What follows belongs to an exercise in optimizing a design on an open flow for small area; a production flow would make more cautious choices.
Where RTL was checked, it was by simulation tests only, not by an equivalence proof against the original.

==> inputs of wip/zinc <==
==> flow/design.v (excerpt) <==
module aes_bp_graph_coloring (
  input           clk,
  input  [7:0] share0_in,
  input  [7:0] share1_in,
  input  [51:0] rand_bit_share0,
  input  [51:0] rand_bit_share1,
  output [7:0] o_share0,
  output [7:0] o_share1
);
clock: 5.0 ns
lec_check: 0
cap_margin: 0
core_margin: 2
core_utilization: 40
slew_margin: 0
synth_hierarchical: 1
standard.sh (not shown) runs the stock make flow with config.mk's settings and CLKGATE_MAP_FILE= SYNTH_SCRIPT=/design/flow/synth_recipe.tcl, a recipe that flattens the netlist after the stock synthesis.
==> flow/flow/run.sh <==
#!/bin/bash
set -euo pipefail
bash standard.sh "BUFFER_PORTS_ARGS=-buffer_cell sky130_fd_sc_hd__buf_1" "CTS_ARGS=-sink_clustering_enable -repair_clock_nets -dont_use_dummy_load -buf_list sky130_fd_sc_hd__clkbuf_4 -sink_clustering_size 10 -sink_clustering_max_diameter 50" finish > standard_flow.log 2>&1
==> wip/harbor (differences from wip/zinc) <==
- CAP_MARGIN: 0 -> 20
- GPL_TIMING_DRIVEN: not set -> 0
- SLEW_MARGIN: 0 -> 20
==> results.sh <==
export IMPL_grt_met2_usage=0.2551
export IMPL_wl_per_cell_um=13.86
export IMPL_grt_usage=0.1453
export IMPL_wirelength_met1_mm=8.085
export IMPL_worst_pin_slew_ps=713.5
export IMPL_placed_cells=1284
export IMPL_status="no timing/DRC/antenna violations"
export IMPL_fin_nets=1113
That was wip/zinc.
==> results.sh <==
export IMPL_status="no timing/DRC/antenna violations"
export IMPL_wirelength_met1_mm=8.183
export IMPL_fin_nets=1106
export IMPL_tap_cells=324
export IMPL_grt_met2_usage=0.2535
export IMPL_worst_pin_slew_ps=778.6
export IMPL_placed_cells=1277
export IMPL_grt_usage=0.1452
That was wip/harbor.

========
==> inputs of v35 <==
Another version of the RTL of aes_bp_graph_coloring (not shown whole).
==> flow/config.mk <==
export PLATFORM = sky130hd
export DESIGN_NAME = aes_bp_graph_coloring
export DESIGN_NICKNAME = aes_bp_graph_coloring
export VERILOG_FILES = /design/flow/design.v
export SDC_FILE = /design/flow/constraint.sdc
export NUM_CORES = 4
export LEC_CHECK = 0
export CAP_MARGIN = 20
export CORE_MARGIN = 2
export CORE_UTILIZATION = 40
export SLEW_MARGIN = 20
==> flow/constraint.sdc <==
create_clock -name core_clock -period 5.0 [get_ports {clk}]
set_input_delay 1.0000 -clock core_clock [delete_from_list [all_inputs] [get_ports {clk}]]
set_output_delay 1.0000 -clock core_clock [all_outputs]
set_load 0.01 [all_outputs]
run.sh (not shown) runs the stock make flow with config.mk's settings and CLKGATE_MAP_FILE= SYNTH_SCRIPT=/design/flow/synth_recipe.tcl, a recipe that flattens the netlist after the stock synthesis.
Stock flow here: none of the scripts above is used.
==> v13 (differences from v35) <==
- CORE_UTILIZATION: 40 -> 60
- CTS_BUF_LIST: default -> sky130_fd_sc_hd__clkbuf_1 sky130_fd_sc_hd__clkbuf_2 sky130_fd_sc_hd__clkbuf_4
==> v17 (differences from v35) <==
- CTS_BUF_LIST: default -> sky130_fd_sc_hd__clkbuf_2
==> impl_metrics.tcl <==
set metrics [dict create \
    status "finished clean" \
    worstMarginPinSlew_ns 0.725 \
    grtUsageMet2_pct 29.2 \
    wl_per_cell_um 15.2 \
    tap_cells 396 \
    fin_crit_ns 4.65 \
    multi_input_area_share_pct 49.6 \
]
That was v17.
==> impl_metrics.tcl <==
set metrics [dict create \
    die_h_um 148 \
    grtUsageMet2_pct 45.5 \
    status "finished clean" \
    cpPeakStageDelay_ns 0.55 \
    multi_input_area_share_pct 49.8 \
    finalHoldViolations 0 \
    tap_cells 270 \
    fin_crit_ns 4.47 \
    worstMarginPinSlew_ns 0.885 \
]
That was v13.
==> impl_metrics.tcl <==
set metrics [dict create \
    status "finished clean" \
    tap_cells 396 \
    inverters 44 \
    grtUsageMet2_pct 29.5 \
    wl_per_cell_um 15.7 \
    worstMarginPinSlew_ns 0.764 \
    multi_input_area_share_pct 48.6 \
    fin_crit_ns 4.36 \
]
That was v35.
Function was not checked in any run of this note: the RTL went through the layout flow alone.

[static timing again, ports no longer ideal]
Ports are ideal in the flow. The routed layouts listed here were re-timed in OpenROAD.
Step 1, drivers: a clkbuf_16 drives clk and a buf_2 each remaining input, both assumed.
Step 2 moves the port delays by t, midway between the first and last clock arrival at a register: inputs arrive t later, outputs are due t later. That takes back most of the time a late clock gives input paths.
Slacks: ideal / step 1 / step 2; pairs: ideal / step 1.
run | t (ns) | slack for setup (ns) | hold WS [ns] | worst data-port slew with drivers (ns)
wip/zinc | 0.667 | 0.403 / 0.360 / 0.642 | 0.321 / 0.321 / 0.321 | 0.03
wip/harbor | 0.670 | 0.377 / 0.335 / 0.542 | 0.258 / 0.258 / 0.258 | 0.04
v35 | 0.568 | 0.640 / 0.587 / 1.051 | 0.324 / 0.324 / 0.324 | 0.04
v13 | 0.703 | 0.529 / 0.489 / 1.017 | 0.282 / 0.282 / 0.282 | 0.04
v17 | 0.822 | 0.347 / 0.307 / 1.049 | 0.319 / 0.319 / 0.319 | 0.04
After both steps every run listed still meets setup and hold.
